Source: an optimization exercise on an open RTL-to-GDS flow (aim: small area and a short achievable clock period). Production flows keep margins and buffers that such runs may drop. No functional check of the RTL was part of any run shown here. Power and IR drop assume default switching activity.

File: design/flow/run.sh
#!/bin/bash
# synth_recipe.tcl (not shown) runs the flow's synth.tcl, then flattens the netlist and writes it again
# the make line also repeats each setting of config.mk as NAME=value (left out here)
make -C /OpenROAD-flow-scripts/flow DESIGN_CONFIG=/design/flow/config.mk WORK_HOME=/design/flow/orfs CLKGATE_MAP_FILE= SYNTH_SCRIPT=/design/flow/synth_recipe.tcl finish
File: design/flow/design.v
module ALU_pre
( input  [2:0]  Op_code,
  input  [31:0] A, B,
  output [31:0] U,
  output [6:0] G
);
  wire eb  = (Op_code == 3'b001) | (Op_code == 3'b010);
  wire inv = (Op_code == 3'b010) | (Op_code == 3'b110);
  wire cin = (Op_code == 3'b010) | (Op_code == 3'b101);
  wire s_and = (Op_code == 3'b011);
  wire s_or  = (Op_code == 3'b100);
  wire s_b   = (Op_code == 3'b111);
  wire [31:0] y = ({32{eb}} & B) ^ {32{inv}};
  wire [31:0] x = s_b ? B : s_and ? (A & B) : s_or ? (A | B) : A;
  wire [31:0] p = x ^ y;
  wire [31:0] g = A & y;
  assign U[0] = p[0] ^ ((cin));
  assign U[1] = p[1] ^ ((g[0]) | (cin & p[0]));
  assign U[2] = p[2] ^ ((g[0] & p[1]) | (g[1]) | (cin & p[0] & p[1]));
  assign U[3] = p[3] ^ ((g[0] & p[1] & p[2]) | (g[1] & p[2]) | (g[2]) | (cin & p[0] & p[1] & p[2]));
  assign G[0] = (g[0] & p[1] & p[2] & p[3]) | (g[1] & p[2] & p[3]) | (g[2] & p[3]) | (g[3]) | (cin & p[0] & p[1] & p[2] & p[3]);
  assign U[4] = p[4] ^ (1'b0);
  assign U[5] = p[5] ^ ((g[4]));
  assign U[6] = p[6] ^ ((g[4] & p[5]) | (g[5]));
  assign U[7] = p[7] ^ ((g[4] & p[5] & p[6]) | (g[5] & p[6]) | (g[6]));
  assign G[1] = (g[4] & p[5] & p[6] & p[7]) | (g[5] & p[6] & p[7]) | (g[6] & p[7]) | (g[7]);
  assign U[8] = p[8] ^ (1'b0);
  assign U[9] = p[9] ^ ((g[8]));
  assign U[10] = p[10] ^ ((g[8] & p[9]) | (g[9]));
  assign U[11] = p[11] ^ ((g[8] & p[9] & p[10]) | (g[9] & p[10]) | (g[10]));
  assign G[2] = (g[8] & p[9] & p[10] & p[11]) | (g[9] & p[10] & p[11]) | (g[10] & p[11]) | (g[11]);
  assign U[12] = p[12] ^ (1'b0);
  assign U[13] = p[13] ^ ((g[12]));
  assign U[14] = p[14] ^ ((g[12] & p[13]) | (g[13]));
  assign U[15] = p[15] ^ ((g[12] & p[13] & p[14]) | (g[13] & p[14]) | (g[14]));
  assign G[3] = (g[12] & p[13] & p[14] & p[15]) | (g[13] & p[14] & p[15]) | (g[14] & p[15]) | (g[15]);
  assign U[16] = p[16] ^ (1'b0);
  assign U[17] = p[17] ^ ((g[16]));
  assign U[18] = p[18] ^ ((g[16] & p[17]) | (g[17]));
  assign U[19] = p[19] ^ ((g[16] & p[17] & p[18]) | (g[17] & p[18]) | (g[18]));
  assign G[4] = (g[16] & p[17] & p[18] & p[19]) | (g[17] & p[18] & p[19]) | (g[18] & p[19]) | (g[19]);
  assign U[20] = p[20] ^ (1'b0);
  assign U[21] = p[21] ^ ((g[20]));
  assign U[22] = p[22] ^ ((g[20] & p[21]) | (g[21]));
  assign U[23] = p[23] ^ ((g[20] & p[21] & p[22]) | (g[21] & p[22]) | (g[22]));
  assign G[5] = (g[20] & p[21] & p[22] & p[23]) | (g[21] & p[22] & p[23]) | (g[22] & p[23]) | (g[23]);
  assign U[24] = p[24] ^ (1'b0);
  assign U[25] = p[25] ^ ((g[24]));
  assign U[26] = p[26] ^ ((g[24] & p[25]) | (g[25]));
  assign U[27] = p[27] ^ ((g[24] & p[25] & p[26]) | (g[25] & p[26]) | (g[26]));
  assign G[6] = (g[24] & p[25] & p[26] & p[27]) | (g[25] & p[26] & p[27]) | (g[26] & p[27]) | (g[27]);
  assign U[28] = p[28] ^ (1'b0);
  assign U[29] = p[29] ^ ((g[28]));
  assign U[30] = p[30] ^ ((g[28] & p[29]) | (g[29]));
  assign U[31] = p[31] ^ ((g[28] & p[29] & p[30]) | (g[29] & p[30]) | (g[30]));
endmodule
module ALU_post
( input  [31:0] U,
  input  [6:0] G,
  output [31:0] Y
);
  wire p0 = &U[3:0];
  wire p1 = &U[7:4];
  wire p2 = &U[11:8];
  wire p3 = &U[15:12];
  wire p4 = &U[19:16];
  wire p5 = &U[23:20];
  wire p6 = &U[27:24];
  wire p7 = &U[31:28];
  wire [7:0] c;
  assign c[0] = 1'b0;
  assign c[1] = (G[0]);
  assign c[2] = (G[0] & p1) | (G[1]);
  assign c[3] = (G[0] & p1 & p2) | (G[1] & p2) | (G[2]);
  assign c[4] = (G[0] & p1 & p2 & p3) | (G[1] & p2 & p3) | (G[2] & p3) | (G[3]);
  assign c[5] = (G[0] & p1 & p2 & p3 & p4) | (G[1] & p2 & p3 & p4) | (G[2] & p3 & p4) | (G[3] & p4) | (G[4]);
  assign c[6] = (G[0] & p1 & p2 & p3 & p4 & p5) | (G[1] & p2 & p3 & p4 & p5) | (G[2] & p3 & p4 & p5) | (G[3] & p4 & p5) | (G[4] & p5) | (G[5]);
  assign c[7] = (G[0] & p1 & p2 & p3 & p4 & p5 & p6) | (G[1] & p2 & p3 & p4 & p5 & p6) | (G[2] & p3 & p4 & p5 & p6) | (G[3] & p4 & p5 & p6) | (G[4] & p5 & p6) | (G[5] & p6) | (G[6]);
  assign Y[0] = U[0];
  assign Y[1] = U[1];
  assign Y[2] = U[2];
  assign Y[3] = U[3];
  assign Y[4] = U[4] ^ c[1];
  assign Y[5] = U[5] ^ (c[1] & (&U[4:4]));
  assign Y[6] = U[6] ^ (c[1] & (&U[5:4]));
  assign Y[7] = U[7] ^ (c[1] & (&U[6:4]));
  assign Y[8] = U[8] ^ c[2];
  assign Y[9] = U[9] ^ (c[2] & (&U[8:8]));
  assign Y[10] = U[10] ^ (c[2] & (&U[9:8]));
  assign Y[11] = U[11] ^ (c[2] & (&U[10:8]));
  assign Y[12] = U[12] ^ c[3];
  assign Y[13] = U[13] ^ (c[3] & (&U[12:12]));
  assign Y[14] = U[14] ^ (c[3] & (&U[13:12]));
  assign Y[15] = U[15] ^ (c[3] & (&U[14:12]));
  assign Y[16] = U[16] ^ c[4];
  assign Y[17] = U[17] ^ (c[4] & (&U[16:16]));
  assign Y[18] = U[18] ^ (c[4] & (&U[17:16]));
  assign Y[19] = U[19] ^ (c[4] & (&U[18:16]));
  assign Y[20] = U[20] ^ c[5];
  assign Y[21] = U[21] ^ (c[5] & (&U[20:20]));
  assign Y[22] = U[22] ^ (c[5] & (&U[21:20]));
  assign Y[23] = U[23] ^ (c[5] & (&U[22:20]));
  assign Y[24] = U[24] ^ c[6];
  assign Y[25] = U[25] ^ (c[6] & (&U[24:24]));
  assign Y[26] = U[26] ^ (c[6] & (&U[25:24]));
  assign Y[27] = U[27] ^ (c[6] & (&U[26:24]));
  assign Y[28] = U[28] ^ c[7];
  assign Y[29] = U[29] ^ (c[7] & (&U[28:28]));
  assign Y[30] = U[30] ^ (c[7] & (&U[29:28]));
  assign Y[31] = U[31] ^ (c[7] & (&U[30:28]));
endmodule
module alu_reg
( input         clk,
  input  [2:0]  Op_code,
  input  [31:0] A, B,
  output [31:0] Y
);
  wire [31:0] u_c, y_c;
  wire [6:0]  g_c;
  reg  [31:0] u_r, y_r;
  reg  [6:0]  g_r;
  ALU_pre  u_pre  (.Op_code(Op_code), .A(A), .B(B), .U(u_c), .G(g_c));
  ALU_post u_post (.U(u_r), .G(g_r), .Y(y_c));
  always @(posedge clk) begin
    u_r <= u_c;
    g_r <= g_c;
    y_r <= y_c;
  end
  assign Y = y_r;
endmodule
File: design/flow/constraint.sdc
create_clock -name core_clock -period 4.5 [get_ports {clk}]
set_input_delay 0.9000 -clock core_clock [delete_from_list [all_inputs] [get_ports {clk}]]
set_output_delay 0.9000 -clock core_clock [all_outputs]
set_load 0.01 [all_outputs]
File: design/flow/config.mk
export PLATFORM = sky130hd
export DESIGN_NAME = alu_reg
export DESIGN_NICKNAME = alu_reg
export VERILOG_FILES = /design/flow/design.v
export SDC_FILE = /design/flow/constraint.sdc
export NUM_CORES = 8
export LEC_CHECK = 0
export ABC_AREA = 1
export CAP_MARGIN = 20
export CORE_MARGIN = 2
export CORE_UTILIZATION = 40
export SETUP_SLACK_MARGIN = 2.7
export SLEW_MARGIN = 20
==> results of run 1 <==
worst max path at each step:
stage | start | end | slack (ns) | cells after the start
floorplan | Op_code[0] | g_r[6]$_DFF_P_ | 2.05 | 13
global placement | Op_code[0] | g_r[2]$_DFF_P_ | 0.95 | 13
detailed placement | Op_code[0] | g_r[2]$_DFF_P_ | 0.82 | 13
CTS | Op_code[0] | g_r[1]$_DFF_P_ | 2.29 | 13
global route | Op_code[0] | g_r[2]$_DFF_P_ | 2.14 | 14
finish | Op_code[0] | g_r[2]$_DFF_P_ | 2.21 | 14
stage by stage:
stage | util, % | hold WS [ns] | worst slack [ns] | total power, mW
floorplan | - | 0.310 | 2.05 | 1.15
global placement | 53.8 | 0.319 | 0.946 | 1.43
detailed placement | 53.8 | 0.314 | 0.818 | 1.44
CTS | 61.4 | 0.334 | 2.29 | 2.00
global route | 62.4 | 0.351 | 2.14 | 2.12
finish | 62.4 | 0.332 | 2.21 | 1.99
cells by family after synthesis:
family | share of synthesized area, %
AO/OA/AOI/OAI | 24.0
XOR/XNOR | 7.38
AND/OR/NAND/NOR | 18.4
adder cells (fa/ha/maj) | 4.94
flip-flops | 37.4
buffers and inverters | 7.84
power by group through the flow:
stage	logic, mW	registers, mW	clock network (mW)
global placement	0.584	0.846	0
floorplan	0.266	0.884	0
detailed placement	0.592	0.848	0
finish	0.626	0.837	0.522
CTS	0.626	0.836	0.537
global route	0.699	0.852	0.566
flip-flops by register name (all words and copies together) (netlist names):
signal / cells
u_r: 32
y_r: 32
g_r: 7
layer usage:
metal | track usage (%) | vias up
li1 | - | 1991
met1 | 23.9 | 1792
met2 | 40.4 | 94
met3 | 4.42 | 8
met4 | 5.30 | 0
met5 | 0 | -
area by class of cell:
class	count	share of cell area (%)
clock buffer	11	2.45
clock inverter	5	0.999
inverter	55	3.80
multi-input combinational	373	42.2
sequential	71	24.8
tap	129	2.80
timing repair buffer	148	22.9
cells in the final DEF (no fill, tap or decap), drive strengths merged, types with 14 or more instances in the layout:
cell / n
clkbuf: 29
buf: 65
nor2: 44
nand2: 115
nand3: 14
ha: 15
dfxtp: 71
clkdlybuf4s50: 53
o21ai: 92
xor2: 31
inv: 55
a21oi: 31
critical path, stage by stage:
cell and delay (ns):
buf_12 0.11, a21oi_4 0.18, buf_12 0.15, buf_12 0.14, nand2_4 0.06, nand2_2 0.06
o21ai_2 0.08, nor2_1 0.15, a21oi_2 0.05, ha_2 0.16, a21o_1 0.16, nand2_1 0.07
nand2_2 0.06, a22o_1 0.18
timing repair:
item,CTS,global route
endpoints found under the setup margin,79,70
cloned,1,0
pin swaps,28,23
hold buffers,0,0
gates resized for setup,176,76
setup buffers,34,10
==> results.toml, run 1 <==
[logic_synthesis]
synth_warnings = 1
ys_top_cells_by_area = "dfxtp_1, nand2_1, o21ai_0"
ys.flop_type = "dfxtp_1"
async_flop_share_pct = 0
syn_area_mm2 = 0.00380
synth_commonest_cells = "nand2_1, dfxtp_1, o21ai_0"
synth_edf_count = 0
synthDistinctLibCells = 27
synth_top_area_share_pct = 37.4
synth.most_common_cell = "nand2_1"
synth_seq_cells = 71
synthesis.instances = 514
post-synth-top-area-cell = "dfxtp_1"
seq_area_frac_synth_pct = 37.4
syn_area_per_cell_um2 = 7.39
syn_nets = 597

[critical_path]
reg2reg_from = "u_r[5]$_DFF_P_"
r2r_end = "y_r[27]$_DFF_P_"
endpoint_kind = "register"
crit_fanout = 6
start_kind = "input port"
critPathKind = "in -> reg"
worst-r2r-cell-count = 14
cp.arrival_ns = 2.52
critical_path_required_ns = 4.73
r2r_setup_slack_ns = 2.85

[global_route]
antenna_found_initial = 0
grt_max_degree = 34
overflow = 0
grt_pass1_vias = 3809
track_usage_pct = 21.2
grt_pass1_wl_mm = 17.2

[floorplanning]
core_mm2 = 0.00924
die-width_um = 101
die-area_mm2 = 0.0103
initial_core_util_pct = 41.1
rows = 35
ios = 100
die-height_um = 101

[sta]
hold_viol_final = 0
setup_violations = 0
worstMarginPinSlew_ns = 0.281
final.period_utilization_pct = 50.9
fmax_mhz = 436
min_period_ns = 2.29
final.setup.tns_ns = 0
clock_skew_ns = 0.0121
rsz0062_at_grt = "true"
slew_headroom_pct = 81.0
slew_viol_final = 0

[detailed_routing]
wl_per_cell_um = 13.2
drtPass1Iterations = 5
drt_wl_total_mm = 10.4
drt_iter0_markers = 93
top_layer = "met4"
drtAntennaViolNets = 0
drcViolationCount = 0
met1Wirelength_mm = 4.34
dr_wl_met2_mm = 5.47
wl_met3_um = 563
viasPerCell = 4.91
vias = 3885

[power]
combPwrFrac_pct = 31.5
p_int_mw = 1.35
peakVddDrop_v = 0.000171
seq_power_share_pct = 42.2
p_leak_nw = 2.72
sw_frac_of_total_pct = 32.0
p_sw_mw = 0.635
p_clk_share_pct = 26.3
powerDensity_mw_per_mm2 = 345

[final_layout]
syn2layout_area_growth_pct = 51.7
final_nets = 741
antenna_cells = 0
finalNonFillerCells = 792
final_cell_area_mm2 = 0.00576
multiInputGateArea_mm2 = 0.00243
regArea_mm2 = 0.00143
final_layout_size_suffix_gt1_share_pct = 30.8
fillers = 844

[cts]
cts_made_buffers = 9
clk_pin_slew_ns = 0.08
cts_root_buffer = "clkbuf_8"
clock_path_buffers = 2
clock_latency_ns = 0.35
cts.sinks = 71
cts_tree = "done"
htreeDepth = 3

[worst_hold_path]
min_path_type = "reg -> reg"
whs_path_depth = 0
hold_start = "u_r[2]$_DFF_P_"
hold_end = "y_r[2]$_DFF_P_"

[place]
dp_cells = 731
postPlaceCellArea_mm2 = 0.00497
hpwl_mm = 6.85
numPortBuffers = 99
gp_congestion = 0.754

[run]
maxCapViolations = 0

[status]
status = "complete, no violations"
==> run 2, diff against run 1 <==
--- a/design/flow/config.mk
+++ b/design/flow/config.mk
@@ -9,5 +9,5 @@
 export CAP_MARGIN = 20
 export CORE_MARGIN = 2
 export CORE_UTILIZATION = 40
-export SETUP_SLACK_MARGIN = 2.7
+export SETUP_SLACK_MARGIN = 2.3
 export SLEW_MARGIN = 20
==> results.toml, run 2 <==
[status]
status = "complete, no violations"

[power]
p_leak_nw = 2.71
peakVddDrop_v = 0.000191
p_total_mw = 2.14
powerDensity_mw_per_mm2 = 372
seq_power_share_pct = 38.9
combPwrFrac_pct = 30.7
p_int_mw = 1.53
p_sw_mw = 0.616
p_clk_share_pct = 30.3
sw_frac_of_total_pct = 28.8

[critical_path]
crit_chain = "buf_12, a21oi_4, buf_6, buf_6, nand2_4, nand2_4, o21ai_4, nor2_1, a21oi_1, ha_2, a21o_1, nand2_1, nand2_1, xor2_1"
crit_fanout = 6
slowest_delay_ns = 0.20
start_kind = "input port"
critPathKind = "in -> reg"
crit_slowest_cell = "a21oi_4"
critical_path_required_ns = 4.74
cp.arrival_ns = 2.46
endpoint_kind = "register"

[final_layout]
syn2layout_area_growth_pct = 51.4
final_layout_size_suffix_gt1_share_pct = 20.6
fillers = 822
final_cell_area_mm2 = 0.00575
layout_commonest_cell = "nand2_1"
layout_common_cells = "nand2_1, clkdlybuf4s50_1, dfxtp_1"
multiInputGateArea_mm2 = 0.00231
final_nets = 732
reg.largest.list = "u_r: 32 flops, y_r: 32 flops, g_r: 7 flops"
regArea_mm2 = 0.00142

[run]
maxCapViolations = 0

[logic_synthesis]
syn_area_per_cell_um2 = 7.39
ys_top_cells_by_area = "dfxtp_1, nand2_1, o21ai_0"
syn_nets = 597
async_flop_share_pct = 0
synth.most_common_cell = "nand2_1"
synth_seq_cells = 71
synth_warnings = 1
post-synth-top-area-cell = "dfxtp_1"
ys.flop_type = "dfxtp_1"
syn_area_mm2 = 0.00380
seq_area_frac_synth_pct = 37.4
synth_edf_count = 0
synthesis.instances = 514
synth_top_area_share_pct = 37.4
synth_commonest_cells = "nand2_1, dfxtp_1, o21ai_0"
synthDistinctLibCells = 27

[sta]
final.period_utilization_pct = 49.3
fmax_mhz = 451
slew_headroom_pct = 78.0
slew_viol_final = 0
rsz0062_at_grt = "true"
setup_violations = 0
min_period_ns = 2.22
hold_viol_final = 0
fin_ws_ns = 2.28
worstMarginPinSlew_ns = 0.327
hold_slack_ns = 0.340
final.setup.tns_ns = 0
clock_skew_ns = 0.00731

[detailed_routing]
drcViolationCount = 0
viasPerCell = 4.90
vias = 3838
drtAntennaViolNets = 0
drtPass1Iterations = 4
wl_per_cell_um = 13.3
drt_iter0_markers = 118
drt_wl_total_mm = 10.5

[cts]
clock_latency_ns = 0.35
cts.sinks = 71
cts_made_buffers = 9
htreeDepth = 3
cts_tree = "done"
clock_path_buffers = 2
cts_root_buffer = "clkbuf_8"
clk_pin_slew_ns = 0.08

[place]
gp_congestion = 0.824
hpwl_mm = 7.27
numPortBuffers = 99
postPlaceCellArea_mm2 = 0.00495
place_ws_ns = 0.869

[global_route]
grt_pass1_wl_mm = 16.5
overflow = 0
track_usage_pct = 20.4
grt_pass1_vias = 3582
grt_max_degree = 26
antenna_found_initial = 1

[floorplanning]
initial_core_util_pct = 41.1
die-area_mm2 = 0.0103
die-width_um = 101
die-height_um = 101
core_mm2 = 0.00924
ios = 100
rows = 35

[worst_hold_path]
min_path_type = "reg -> reg"
run 2: worst paths after layout:
kind,startpoint,cells after the start,slack (ns),to
max,Op_code[1],14,2.28,u_r[31]$_DFF_P_
min,u_r[2]$_DFF_P_,0,0.34,y_r[2]$_DFF_P_
max reg2reg,u_r[5]$_DFF_P_,14,2.56,y_r[29]$_DFF_P_
min reg2reg,u_r[2]$_DFF_P_,0,0.34,y_r[2]$_DFF_P_
run 2: power by group through the flow:
stage | registers (mW) | logic, mW | clock network, mW
after floorplan | 0.884 | 0.262 | 0
after global placement | 0.846 | 0.586 | 0
after detailed placement | 0.849 | 0.593 | 0
after CTS | 0.836 | 0.625 | 0.662
after global routing | 0.852 | 0.727 | 0.692
final | 0.834 | 0.658 | 0.649
run 2: worst max-delay path, delay by kind of cell:
family / cells / cell delay [ns]
adder cells (fa/ha/maj): 1 / 0.17
XOR/XNOR: 1 / 0.13
AO/OA/AOI/OAI: 4 / 0.48
AND/OR/NAND/NOR: 5 / 0.36
buffers and inverters: 3 / 0.40
run 2: stage by stage:
stage	util, %	instances
3_5_place_dp	53.6	734
3_3_place_gp	53.6	734
5_1_grt	62.2	784
4_1_cts	59.0	769
6_report	62.2	784
2_1_floorplan	-	514
run 2: cell families (layout without fill, tap and decap cells):
kind of cell,Yosys count,in the layout,synth area share [%]
AOI/OAI and AO/OA,151,151,24.0
adders and majority gates,15,15,4.94
DFF,71,71,37.4
other,0,1,0
and+or+nand+nor,175,175,18.4
xor gates and xnor gates,32,32,7.38
buffers and inverters,70,210,7.84
run 2: layer usage:
metal,global-route usage (%),up-vias,routed length [µm],part of all wire [%]
met5,0,-,0,0
met4,7.38,0,176,1.7
met3,5.04,19,555,5.3
met2,35.3,92,5130,49
met1,24.6,1752,4590,44
li1,-,1975,-,-
run 2: cell type report:
type	count	area share (%)
Antenna cell	1	0.0435
Timing Repair inverter	1	0.152
Sequential cell	71	24.7
Inverter	55	3.87
Tap cell	129	2.81
Clock buffer	11	2.63
Timing Repair Buffer	138	23.8
Multi-Input combinational cell	373	40.2
Clock inverter	5	1.81
run 2: what timing repair did:
action                                  CTS  global route
pin swaps                                 3            18
buffers inserted                         18            14
gates resized for setup                  52            67
hold buffers                              0             0
endpoints found under the setup margin   39            22
gates cloned                              1             0
hold endpoints to repair                  0             0
==> run 3, diff against run 2 <==
==> design/flow/flow/run.sh (new file) <==
#!/bin/bash
# Own flow: the standard layout (standard.sh), with the ports buffered by
# the smallest buffer rather than the one buffer_ports picks by itself.
set -euo pipefail
bash standard.sh "BUFFER_PORTS_ARGS=-buffer_cell sky130_fd_sc_hd__buf_1" finish > standard_make.log 2>&1
==> design/flow/standard.sh (new file) <==
#!/bin/bash
# synth_recipe.tcl (not shown) runs the flow's synth.tcl, then flattens the netlist and writes it again
# the make line also repeats each setting of config.mk as NAME=value (left out here)
make -C /OpenROAD-flow-scripts/flow DESIGN_CONFIG=/design/flow/config.mk WORK_HOME=/design/flow/orfs CLKGATE_MAP_FILE= SYNTH_SCRIPT=/design/flow/synth_recipe.tcl "${@:-finish}"
removed: design/flow/run.sh
==> results.toml, run 3 <==
[logic_synthesis]
async_flop_share_pct = 0
ys_top_cells_by_area = "dfxtp_1, nand2_1, o21ai_0"
synth_top_area_share_pct = 37.4
synth.most_common_cell = "nand2_1"
syn_nets = 597
synth_commonest_cells = "nand2_1, dfxtp_1, o21ai_0"
synth_edf_count = 0
seq_area_frac_synth_pct = 37.4
synthesis.instances = 514
syn_area_mm2 = 0.00380
synthDistinctLibCells = 27
post-synth-top-area-cell = "dfxtp_1"
synth_warnings = 1
syn_area_per_cell_um2 = 7.39
ys.flop_type = "dfxtp_1"
synth_seq_cells = 71

[critical_path]
endpoint_kind = "register"
cp.arrival_ns = 2.50
critPathKind = "in -> reg"
start_kind = "input port"
critical_path_required_ns = 4.73
crit_fanout = 17

[sta]
clock_skew_ns = 0.00792
fin_ws_ns = 2.23
slew_viol_final = 0
worstMarginPinSlew_ns = 0.427
setup_violations = 0
slew_headroom_pct = 71.5
rsz0062_at_grt = "true"
hold_slack_ns = 0.340
min_period_ns = 2.27
hold_viol_final = 0
final.period_utilization_pct = 50.4
fmax_mhz = 441
final.setup.tns_ns = 0

[final_layout]
antenna_cells = 0
reg.largest.list = "u_r: 32 flops, y_r: 32 flops, g_r: 7 flops"
layout_commonest_cell = "buf_1"
finalNonFillerCells = 780
syn2layout_area_growth_pct = 36.9
layout_common_cells = "buf_1, nand2_1, dfxtp_1"
final_layout_size_suffix_gt1_share_pct = 21.7
final_nets = 729

[cts]
clock_path_buffers = 2
clock_latency_ns = 0.35
htreeDepth = 3
clk_pin_slew_ns = 0.08
cts_made_buffers = 9
cts.sinks = 71
cts_root_buffer = "clkbuf_8"
cts_tree = "done"

[place]
dp_cells = 730
hpwl_mm = 6.70
numPortBuffers = 99
gp_congestion = 0.833
place_ws_ns = 0.774

[floorplanning]
core_mm2 = 0.00924
rows = 35
die-area_mm2 = 0.0103
die-height_um = 101
ios = 100
initial_core_util_pct = 41.1
die-width_um = 101

[detailed_routing]
vias = 3825
wl_per_cell_um = 13.2
drcViolationCount = 0
drtPass1Iterations = 4
drt_iter0_markers = 99
drt_wl_total_mm = 10.3
drtAntennaViolNets = 0
viasPerCell = 4.90

[global_route]
track_usage_pct = 20.1
overflow = 0
antenna_found_initial = 0
grt_max_degree = 18
grt_pass1_vias = 3556
grt_pass1_wl_mm = 16.3

[status]
status = "complete, no violations"

[power]
p_leak_nw = 2.37
peakVddDrop_v = 0.000174
powerDensity_mw_per_mm2 = 362

[worst_hold_path]
min_path_type = "reg -> reg"

[run]
maxCapViolations = 0
## run 3: cell types whose count changed in the layout (fill, tap and decap cells not counted), sizes merged, moves of 2 or more
| cell | delta |
|---|---|
| dlymetal6s2s | -7 |
| buf | +89 |
| clkinvlp | +2 |
| nand3 | +2 |
| bufinv | -2 |
| dlygate4sd2 | -6 |
| clkdlybuf4s50 | -83 |
## run 3: where the power goes
part           total (mW)  switching (mW)  internal [mW]
clock network       0.513           0.245          0.268
logic               0.538           0.317          0.221
registers           0.832          0.0542          0.777
total                1.88           0.617           1.27
## run 3: cell type report
cell class | instances | area, µm²
flip-flops and latches | 71 | 1420
repair buffers | 132 | 759
clock inverters | 6 | 60.1
well taps | 129 | 161
repair inverters | 1 | 6.26
fillers | 913 | 4040
multi-input cells | 376 | 2430
inverters | 55 | 216
clock buffers | 10 | 138
## run 3: logic make-up (layout without fill, tap and decap cells)
kind of cell	count (synthesis)	in the layout	synth area share (%)
and+or+nand+nor	175	177	18.4
AOI/OAI and AO/OA	151	152	24.0
DFF	71	71	37.4
buffers and inverters	70	204	7.84
xor gates and xnor gates	32	32	7.38
adders and majority gates	15	15	4.94
## run 3: routing by layer
metal	GRT usage, %	wire length (µm)
met5	0	0
met4	7.07	194
met3	4.97	565
met2	35.0	5220
met1	24.2	4310
## run 3: final timing paths
check                               startpoint         endpoint  slack, ns  depth (start not counted)
worst max register to register  u_r[5]$_DFF_P_  y_r[29]$_DFF_P_       2.60                         14
worst min-delay path            u_r[1]$_DFF_P_   y_r[1]$_DFF_P_       0.34                          0
worst max-delay path                Op_code[0]   g_r[2]$_DFF_P_       2.23                         13
worst min register to register  u_r[1]$_DFF_P_   y_r[1]$_DFF_P_       0.34                          0
## run 3: per-stage QoR
| stage | power [mW] | area (µm²) | util, % |
|---|---|---|---|
| 3_3_place_gp | 1.28 | 4310 | 46.6 |
| 6_report | 1.88 | 5200 | 56.2 |
| 4_1_cts | 1.86 | 4900 | 53.1 |
| 2_1_floorplan | 1.15 | 3850 | - |
| 5_1_grt | 2.00 | 5200 | 56.2 |
| 3_5_place_dp | 1.29 | 4310 | 46.6 |
## run 3: repair_timing
action,4_1_cts,5_1_grt
hold buffers,0,0
setup buffers,18,11
resized for setup,59,56
cloned,5,0
setup endpoints to repair,39,24
pin swaps,12,16
## run 3: critical path: stages
cell     delay (ns)
buf_12         0.11
buf_12         0.11
nand2_8        0.10
buf_12         0.17
o21ai_1        0.18
o21ai_2        0.10
nor2_1         0.11
a21oi_1        0.05
ha_2           0.17
a21o_1         0.17
nand2_1        0.08
nand2_2        0.06
a22o_1         0.19

static timing again, ports no longer ideal:
How much do the figures lean on ideal ports? The routed layouts below were timed once more, with nothing changed but the port constraints.
Step 1 assumes that a clkbuf_16 drives the clock port and a buf_2 every other input.
Step 2 times the ports against the registers' clock, not the clock port: input delays grow and output delays shrink by t, the midpoint of the rising clock arrivals with the driver on.
Three values: ideal ports, drivers, drivers and shift; two values: the first two.
| run | shift t [ns] | setup WS [ns] | worst hold slack (ns) | worst setup path at the end | cell pins on the clock port's net |
|---|---|---|---|---|---|
| run 1 | 0.376 | 2.208 / 2.196 / 1.820 | 0.332 / 0.332 / 0.332 | input to register | 1 |
| run 2 | 0.378 | 2.284 / 2.259 / 1.882 | 0.340 / 0.340 / 0.340 | input to register | 1 |
| run 3 | 0.378 | 2.234 / 2.202 / 1.825 | 0.340 / 0.340 / 0.340 | input to register | 1 |
After both steps every run listed still meets setup and hold. The setup slack of run 3, which loses most, moves by -0.032 ns with the drivers and by -0.409 ns with both steps.
